From an optimization exercise on the open Yosys and OpenROAD flow, aimed at small area and a short achievable clock period; shortcuts taken in it are not production practice.
At most, simulation tests tie the RTL to the original design; equivalence was not proved.
The flow treats the clock pin as an ideal source. Dropping or thinning the clock tree relies on that and would not hold on a real chip.
Power is estimated from default activity; no workload was simulated.

==> module ADDER_TREE, before the edit <==
module ADDER_TREE #(parameter DATA_IN_WIDTH = 8, DATA_OUT_WIDTH = 16)
  (clk, rst_n, ena, data_in1, data_in2, data_out, done, pipe);
  input clk, rst_n, ena;
  input [DATA_IN_WIDTH - 1:0] data_in1, data_in2;
  output [DATA_OUT_WIDTH:0] data_out;
  output done;
  output [6:0] pipe;
  reg        done;
  reg [6:0]  pipe;
  reg [7:0] a1, b1;
  always @(posedge clk)
    if (ena) begin
      a1 <= data_in1;
      b1 <= data_in2;
    end
  wire [8:0] r0 = {a1[7], a1} & {9{b1[0]}};
  wire [8:0] r1 = {a1[7], a1} & {9{b1[1]}};
  reg  [9:0]  x2;
  reg  [7:0]  a2;
  reg  [7:2]  b2;
  always @(posedge clk) begin
    x2 <= {r0[8], r0} + {r1, 1'b0};
    a2 <= a1;
    b2 <= b1[7:2];
  end
  wire [8:0] r2 = {a2[7], a2} & {9{b2[2]}};
  reg  [10:0] x3;
  reg  [7:0]  a3;
  reg  [7:3]  b3;
  always @(posedge clk) begin
    x3 <= {x2[9], x2} + {r2, 2'b0};
    a3 <= a2;
    b3 <= b2[7:3];
  end
  wire [8:0] r3 = {a3[7], a3} & {9{b3[3]}};
  reg  [11:0] x4;
  reg  [7:0]  a4;
  reg  [7:4]  b4;
  always @(posedge clk) begin
    x4 <= {x3[10], x3} + {r3, 3'b0};
    a4 <= a3;
    b4 <= b3[7:4];
  end
  wire [8:0] r4 = {a4[7], a4} & {9{b4[4]}};
  reg  [12:0] x5;
  reg  [7:0]  a5;
  reg  [7:5]  b5;
  always @(posedge clk) begin
    x5 <= {x4[11], x4} + {r4, 4'b0};
    a5 <= a4;
    b5 <= b4[7:5];
  end
  wire [8:0] r5 = {a5[7], a5} & {9{b5[5]}};
  reg  [13:0] x6;
  reg  [7:0]  a6;
  reg  [7:6]  b6;
  always @(posedge clk) begin
    x6 <= {x5[12], x5} + {r5, 5'b0};
    a6 <= a5;
    b6 <= b5[7:6];
  end
  wire [8:0] r6 = {a6[7], a6} & {9{b6[6]}};
  reg  [14:0] x7;
  reg  [7:0]  a7;
  reg         b7;
  always @(posedge clk) begin
    x7 <= {x6[13], x6} + {r6, 6'b0};
    a7 <= a6;
    b7 <= b6[7];
  end
  wire [15:0] x8 = {x7[14], x7} + {a7[7] & b7, a7 & {8{b7}}, 7'b0};
  reg [15:0] p8;
  always @(posedge clk or negedge rst_n) begin
    if (!rst_n) begin
      pipe <= 7'b0;
      done <= 1'b0;
      p8   <= 16'b0;
    end else begin
      pipe <= {pipe[5:0], pipe[0] | ena};
      done <= pipe[6];
      p8   <= x8 & {16{pipe[6]}};
    end
  end
  assign data_out = {p8[15], p8};
endmodule
==> flow/config.mk <==
export PLATFORM = sky130hd
export DESIGN_NAME = ADDER_TREE
export DESIGN_NICKNAME = ADDER_TREE
export VERILOG_FILES = /design/flow/design.v
export SDC_FILE = /design/flow/constraint.sdc
export NUM_CORES = 4
export LEC_CHECK = 0
export CAP_MARGIN = 20
export CORE_MARGIN = 2
export CORE_UTILIZATION = 40
export CTS_BUF_LIST = sky130_fd_sc_hd__clkbuf_4 sky130_fd_sc_hd__clkbuf_8
export SETUP_SLACK_MARGIN = 1.9
export SLEW_MARGIN = 20
==> flow/constraint.sdc <==
create_clock -name core_clock -period 4.0 [get_ports {clk}]
set_input_delay 0.8000 -clock core_clock [delete_from_list [all_inputs] [get_ports {clk}]]
set_output_delay 0.8000 -clock core_clock [all_outputs]
set_load 0.01 [all_outputs]
standard.sh (not shown) runs the stock make flow with config.mk's settings and CLKGATE_MAP_FILE= SYNTH_SCRIPT=/design/flow/synth_recipe.tcl, a recipe that flattens the netlist after the stock synthesis.
==> flow/flow/run.sh <==
#!/bin/bash
# The standard layout (standard.sh) with three changes to how it is made:
# plain buffers on the ports instead of the delay cells buffer_ports picks
# by default, and clock tree synthesis with larger sink clusters and without
# dummy loads.
set -euo pipefail
export BUFFER_PORTS_ARGS="-buffer_cell sky130_fd_sc_hd__buf_1"
export CTS_ARGS="-sink_clustering_enable -repair_clock_nets -dont_use_dummy_load -buf_list {sky130_fd_sc_hd__clkbuf_8 sky130_fd_sc_hd__clkbuf_16} -sink_clustering_size 30 -sink_clustering_max_diameter 100"
bash standard.sh > standard_make.log 2>&1
==> next run, changes <==
==> flow/design.v (replaced) <==
module ADDER_TREE #(parameter DATA_IN_WIDTH = 8, DATA_OUT_WIDTH = 16)
  (clk, rst_n, ena, data_in1, data_in2, data_out, done, pipe);
  input clk, rst_n, ena;
  input [DATA_IN_WIDTH - 1:0] data_in1, data_in2;
  output [DATA_OUT_WIDTH:0] data_out;
  output done;
  output [6:0] pipe;
  reg        done;
  reg [6:0]  pipe;
  reg [7:0] a1, b1;
  always @(posedge clk)
    if (ena) begin
      a1 <= data_in1;
      b1 <= data_in2;
    end
  wire       s0 = a1[7] & b1[0];
  wire       s1 = a1[7] & b1[1];
  reg  [9:0] x2;
  reg  [7:0] a2;
  reg  [7:2] b2;
  always @(posedge clk) begin
    x2 <= {1'b0, ~s0, s0, a1[6:0] & {7{b1[0]}}}
        + {~s1, a1[6:0] & {7{b1[1]}}, 1'b0};
    a2 <= a1;
    b2 <= b1[7:2];
  end
  reg  [10:0] x3;
  reg  [7:0]  a3;
  reg  [7:3]  b3;
  always @(posedge clk) begin
    x3 <= {1'b0, x2} + {~(a2[7] & b2[2]), a2[6:0] & {7{b2[2]}}, 2'b0};
    a3 <= a2;
    b3 <= b2[7:3];
  end
  reg  [11:0] x4;
  reg  [7:0]  a4;
  reg  [7:4]  b4;
  always @(posedge clk) begin
    x4 <= {1'b0, x3} + {~(a3[7] & b3[3]), a3[6:0] & {7{b3[3]}}, 3'b0};
    a4 <= a3;
    b4 <= b3[7:4];
  end
  reg  [12:0] x5;
  reg  [7:0]  a5;
  reg  [7:5]  b5;
  always @(posedge clk) begin
    x5 <= {1'b0, x4} + {~(a4[7] & b4[4]), a4[6:0] & {7{b4[4]}}, 4'b0};
    a5 <= a4;
    b5 <= b4[7:5];
  end
  reg  [13:0] x6;
  reg  [7:0]  a6;
  reg  [7:6]  b6;
  always @(posedge clk) begin
    x6 <= {1'b0, x5} + {~(a5[7] & b5[5]), a5[6:0] & {7{b5[5]}}, 5'b0};
    a6 <= a5;
    b6 <= b5[7:6];
  end
  reg  [14:0] x7;
  reg  [7:0]  a7;
  reg         b7;
  always @(posedge clk) begin
    x7 <= {1'b0, x6} + {~(a6[7] & b6[6]), a6[6:0] & {7{b6[6]}}, 6'b0};
    a7 <= a6;
    b7 <= b6[7];
  end
  wire [15:0] x8 = ({1'b0, x7} + {~(a7[7] & b7), a7[6:0] & {7{b7}}, 7'b0})
                   ^ 16'h8000;
  reg  [15:0] p8;
  always @(posedge clk or negedge rst_n) begin
    if (!rst_n) begin
      pipe <= 7'b0;
      done <= 1'b0;
      p8   <= 16'b0;
    end else begin
      pipe <= {pipe[5:0], pipe[0] | ena};
      done <= pipe[6];
      p8   <= x8 & {16{pipe[6]}};
    end
  end
  assign data_out = {p8[15], p8};
endmodule
The new run ran to the end with no violations.
Cell area fell by 0.96%.
Combinational power is about the same.
Sequential power hardly moves.
Global-route usage went up by 0.14 points.
Final cell count went down by about 2.5%.
Synthesized area is lower by about 2.3%.
Non-clock buffer count climbs by 2.
Worst setup slack gets worse by 52 ps.
Clock power hardly moves.
Only the layout flow was run in the second run of this note; the RTL was not checked for function there.

========
## v38
Another version of the RTL of ADDER_TREE (not shown whole).
Size in the first run: about 410 cells after synthesis, roughly 200 flip-flops, ~44 I/O pins.
Settings: LEC_CHECK=0, CAP_MARGIN=20, CORE_MARGIN=2, CORE_UTILIZATION=80, SETUP_SLACK_MARGIN=2.35, SLEW_MARGIN=20; clock period 4.0 ns.
==> flow/flow/run.sh <==
#!/bin/bash
# The standard layout (standard.sh) with these changes to how it is made:
# - plain buffers on the ports instead of the delay cells buffer_ports picks
#   by default;
# - after clock tree synthesis, flow/clock_tree.tcl replaces the clock tree
#   with a balanced two-level tree: four root buffers fed by the clock port,
#   each driving the leaf buffers of one region; every register sees one root
#   and one leaf buffer.
set -euo pipefail
export BUFFER_PORTS_ARGS="-buffer_cell sky130_fd_sc_hd__buf_1"
export CTS_ARGS="-sink_clustering_enable -repair_clock_nets -dont_use_dummy_load -buf_list {sky130_fd_sc_hd__clkbuf_8}"
export POST_CTS_TCL="$PWD/flow/clock_tree.tcl"
export CLOCK_TREE_ROOTS=4
export CLOCK_TREE_LEAVES=8
export CLOCK_TREE_ROOT_CELL=sky130_fd_sc_hd__clkbuf_8
export CLOCK_TREE_LEAF_CELL=sky130_fd_sc_hd__clkbuf_16
bash standard.sh > standard_make.log 2>&1
Other scripts of this flow, unchanged in this note and not shown: flow/flow/clock_tree.tcl
Here is what was changed in the inputs of v8 compared with v38.
diff --git a/flow/design.v b/flow/design.v
--- a/flow/design.v
+++ b/flow/design.v
@@ -209,74 +209,52 @@
     t5[15] <= fc81;    
     t5[16] <= fs82;    
     t5[17] <= fc83;    
     t5[18] <= fs84;    
     t5[19] <= fc85;    
     t5[20] <= fs86;    
     t5[21] <= fc87;    
     t5[22] <= ~(a4[7] & b4[7]);    
     cy5 <= sum73[2];    
   end
-  wire [5:0] sum88 = {1'b0, t5[15], t5[13], t5[11], t5[9], t5[7]} + {1'b0, t5[16], t5[14], t5[12], t5[10], t5[8]} + cy5;
-  reg [17:0] t6;
-  reg cy6;
+  wire [8:0] sum88 = {1'b0, t5[21], t5[19], t5[17], t5[15], t5[13], t5[11], t5[9], t5[7]} + {1'b0, t5[22], t5[20], t5[18], t5[16], t5[14], t5[12], t5[10], t5[8]} + cy5;
+  reg [15:0] t6;
   always @(posedge clk) begin
     t6[0] <= t5[0];    
     t6[1] <= t5[1];    
     t6[2] <= t5[2];    
     t6[3] <= t5[3];    
     t6[4] <= t5[4];    
     t6[5] <= t5[5];    
     t6[6] <= t5[6];    
     t6[7] <= sum88[0];    
     t6[8] <= sum88[1];    
     t6[9] <= sum88[2];    
     t6[10] <= sum88[3];    
     t6[11] <= sum88[4];    
-    t6[12] <= t5[17];    
-    t6[13] <= t5[18];    
-    t6[14] <= t5[19];    
-    t6[15] <= t5[20];    
-    t6[16] <= t5[21];    
-    t6[17] <= t5[22];    
-    cy6 <= sum88[5];    
-  end
-  wire [3:0] sum89 = {1'b0, t6[16], t6[14], t6[12]} + {1'b0, t6[17], t6[15], t6[13]} + cy6;
-  reg [15:0] t7;
-  always @(posedge clk) begin
-    t7[0] <= t6[0];    
-    t7[1] <= t6[1];    
-    t7[2] <= t6[2];    
-    t7[3] <= t6[3];    
-    t7[4] <= t6[4];    
-    t7[5] <= t6[5];    
-    t7[6] <= t6[6];    
-    t7[7] <= t6[7];    
-    t7[8] <= t6[8];    
-    t7[9] <= t6[9];    
-    t7[10] <= t6[10];    
-    t7[11] <= t6[11];    
-    t7[12] <= sum89[0];    
-    t7[13] <= sum89[1];    
-    t7[14] <= sum89[2];    
-    t7[15] <= sum89[3];    
-  end
-  wire [15:0] prod = {t7[15], t7[14], t7[13], t7[12], t7[11], t7[10], t7[9], t7[8], t7[7], t7[6], t7[5], t7[4], t7[3], t7[2], t7[1], t7[0]} ^ 16'h8000;
+    t6[12] <= sum88[5];    
+    t6[13] <= sum88[6];    
+    t6[14] <= sum88[7];    
+    t6[15] <= sum88[8];    
+  end
+  wire [15:0] prod = {t6[15], t6[14], t6[13], t6[12], t6[11], t6[10], t6[9], t6[8], t6[7], t6[6], t6[5], t6[4], t6[3], t6[2], t6[1], t6[0]} ^ 16'h8000;
+  reg [15:0] x7;
+  always @(posedge clk) x7 <= prod;
   reg [15:0] p8;
   reg        pipe0, valid;
   always @(posedge clk or negedge rst_n) begin
     if (!rst_n) begin
       pipe  <= 7'b0;
       pipe0 <= 1'b0;
       valid <= 1'b0;
       done  <= 1'b0;
       p8    <= 16'b0;
     end else begin
       pipe  <= {pipe[5:1], pipe0, pipe0 | ena};
       if (ena) pipe0 <= 1'b1;
       valid <= valid | pipe[5];
       done  <= valid;
-      p8    <= prod & {16{valid}};
+      p8    <= x7 & {16{valid}};
     end
   end
   assign data_out = {p8[15], p8};
 endmodule
Notes after the runs:
- Relative to v38, reported leakage power has increased by 0.052 nW in v8.
- Sort v8 and v38 by final cell utilization of the core asc -> top: v38
- Delta (v8 minus v38): post-layout instance area climbed 48 um^2; smallest setup slack after layout went down by 0.15 ns.
- Compare v8 and v38 | clock network power share higher: v38
- In terms of mapped cell area, v8 and v38 differ only marginally.
- v8 -> v38: I/O pin count delta 0, exact match
- NOTE: global-route usage in v8 exceeds that of v38
Function not checked in v8: the RTL went through the layout flow alone.

========
MS:
Starting RTL as in the previous note.
==> flow/design.v (excerpt) <==
module ADDER_TREE #(parameter DATA_IN_WIDTH = 8, DATA_OUT_WIDTH = 16)
  (clk, rst_n, ena, data_in1, data_in2, data_out, done, pipe);
clock: 4.0 ns
lec_check: 0
cap_margin: 20
core_margin: 2
core_utilization: 60
setup_slack_margin: 2.45
slew_margin: 20
Scripts as last shown in full above: flow/flow/run.sh
Other scripts of this flow, unchanged in this note and not shown: flow/flow/clock_tree.tcl
--- input diff MS..PW ---
diff --git a/flow/design.v b/flow/design.v
--- a/flow/design.v
+++ b/flow/design.v
@@ -2,23 +2,22 @@
   (clk, rst_n, ena, data_in1, data_in2, data_out, done, pipe);
   input clk, rst_n, ena;
   input [DATA_IN_WIDTH - 1:0] data_in1, data_in2;
   output [DATA_OUT_WIDTH:0] data_out;
   output done;
   output [6:0] pipe;
   reg        done;
   reg [6:0]  pipe;
   reg [7:0] a1, b1;
-  always @(posedge clk)
-    if (ena) begin
-      a1 <= data_in1;
-      b1 <= data_in2;
-    end
+  always @(posedge clk) begin
+    a1 <= (data_in1 & {8{ena}}) | (a1 & {8{~ena}});
+    b1 <= (data_in2 & {8{ena}}) | (b1 & {8{~ena}});
+  end
   wire hs1 = (a1[2] & b1[0]) ^ (a1[1] & b1[1]);
   wire hc2 = (a1[2] & b1[0]) & (a1[1] & b1[1]);
   wire fs3 = (a1[3] & b1[0]) ^ (a1[2] & b1[1]) ^ (a1[1] & b1[2]);
   wire fc4 = ((a1[3] & b1[0]) & (a1[2] & b1[1])) | ((a1[3] & b1[0]) & (a1[1] & b1[2])) | ((a1[2] & b1[1]) & (a1[1] & b1[2]));
   wire fs5 = (a1[4] & b1[0]) ^ (a1[3] & b1[1]) ^ (a1[2] & b1[2]);
   wire fc6 = ((a1[4] & b1[0]) & (a1[3] & b1[1])) | ((a1[4] & b1[0]) & (a1[2] & b1[2])) | ((a1[3] & b1[1]) & (a1[2] & b1[2]));
   wire fs7 = (a1[5] & b1[0]) ^ (a1[4] & b1[1]) ^ (a1[3] & b1[2]);
   wire fc8 = ((a1[5] & b1[0]) & (a1[4] & b1[1])) | ((a1[5] & b1[0]) & (a1[3] & b1[2])) | ((a1[4] & b1[1]) & (a1[3] & b1[2]));
   wire fs9 = (a1[6] & b1[0]) ^ (a1[5] & b1[1]) ^ (a1[4] & b1[2]);
@@ -265,18 +264,18 @@
   reg        pipe0, valid;
   always @(posedge clk or negedge rst_n) begin
     if (!rst_n) begin
       pipe  <= 7'b0;
       pipe0 <= 1'b0;
       valid <= 1'b0;
       done  <= 1'b0;
       p8    <= 16'b0;
     end else begin
-      pipe  <= {pipe[5:1], pipe0, pipe0 | ena};
-      if (ena) pipe0 <= 1'b1;
+      pipe  <= {pipe[5:1], pipe0, pipe[0] | ena};
+      pipe0 <= pipe0 | ena;
       valid <= valid | pipe[5];
       done  <= valid;
       p8    <= prod & {16{valid}};
     end
   end
   assign data_out = {p8[15], p8};
 endmodule
### Flow results
Register-to-register slack delta (PW -> MS): insignificant
Cell-internal power delta (PW -> MS): insignificant
Compare PW and MS | met2 usage lower: PW
Per the comparison of PW with MS, part of the power in registers increased 0.2 points; die outline width essentially unchanged; maximum operating frequency essentially unchanged; proportion of total power due to net switching decreased 0.35 points.
For the area after synthesis, PW came in about 0.37% higher than MS did.
On static leakage power, the higher figure sits with PW, not MS.
PW against MS: cell area rose by 0.35%, floorplan die area now sits higher.
Function not checked in PW: the RTL went through the layout flow alone.

-- port drivers added, routing unchanged --
Ports are ideal in the flow. The routed layouts listed here were re-timed in OpenROAD.
Step 1 assumes that a clkbuf_16 drives the clock port and a buf_2 every other input.
Step 2 adds t to the input delays and takes it off the output delays; t is the mean of the earliest and latest rising clock arrival at the registers after step 1. Input paths then give back, and output paths get back, about the clock's delay inside the block.
a / b / c = ideal / step 1 / step 2; a / b = the first two.
| run | t (ns) | setup WS [ns] | worst setup path at the end | slew at the worst register clock pin (ns) | worst data-port slew with drivers (ns) |
|---|---|---|---|---|---|
| the first run of note 1 | 0.446 | 1.989 / 1.989 / 1.989 | register to register | 0.07 / 0.07 | 0.04 |
| the second run of note 1 | 0.458 | 1.937 / 1.937 / 1.937 | register to register | 0.07 / 0.07 | 0.03 |
| v38 | 0.350 | 2.372 / 2.318 / 2.194 | input to register | 0.09 / 0.09 | 0.04 |
| v8 | 0.353 | 2.227 / 2.227 / 2.174 | input to register | 0.10 / 0.10 | 0.04 |
| MS | 0.354 | 2.317 / 2.252 / 2.440 | register to register | 0.09 / 0.09 | 0.04 |
| PW | 0.348 | 2.320 / 2.255 / 2.434 | register to register | 0.09 / 0.09 | 0.04 |
After both steps setup and hold are still met in every run listed. The setup slack of v38, which loses most, moves by -0.054 ns with the drivers and by -0.178 ns with both steps.
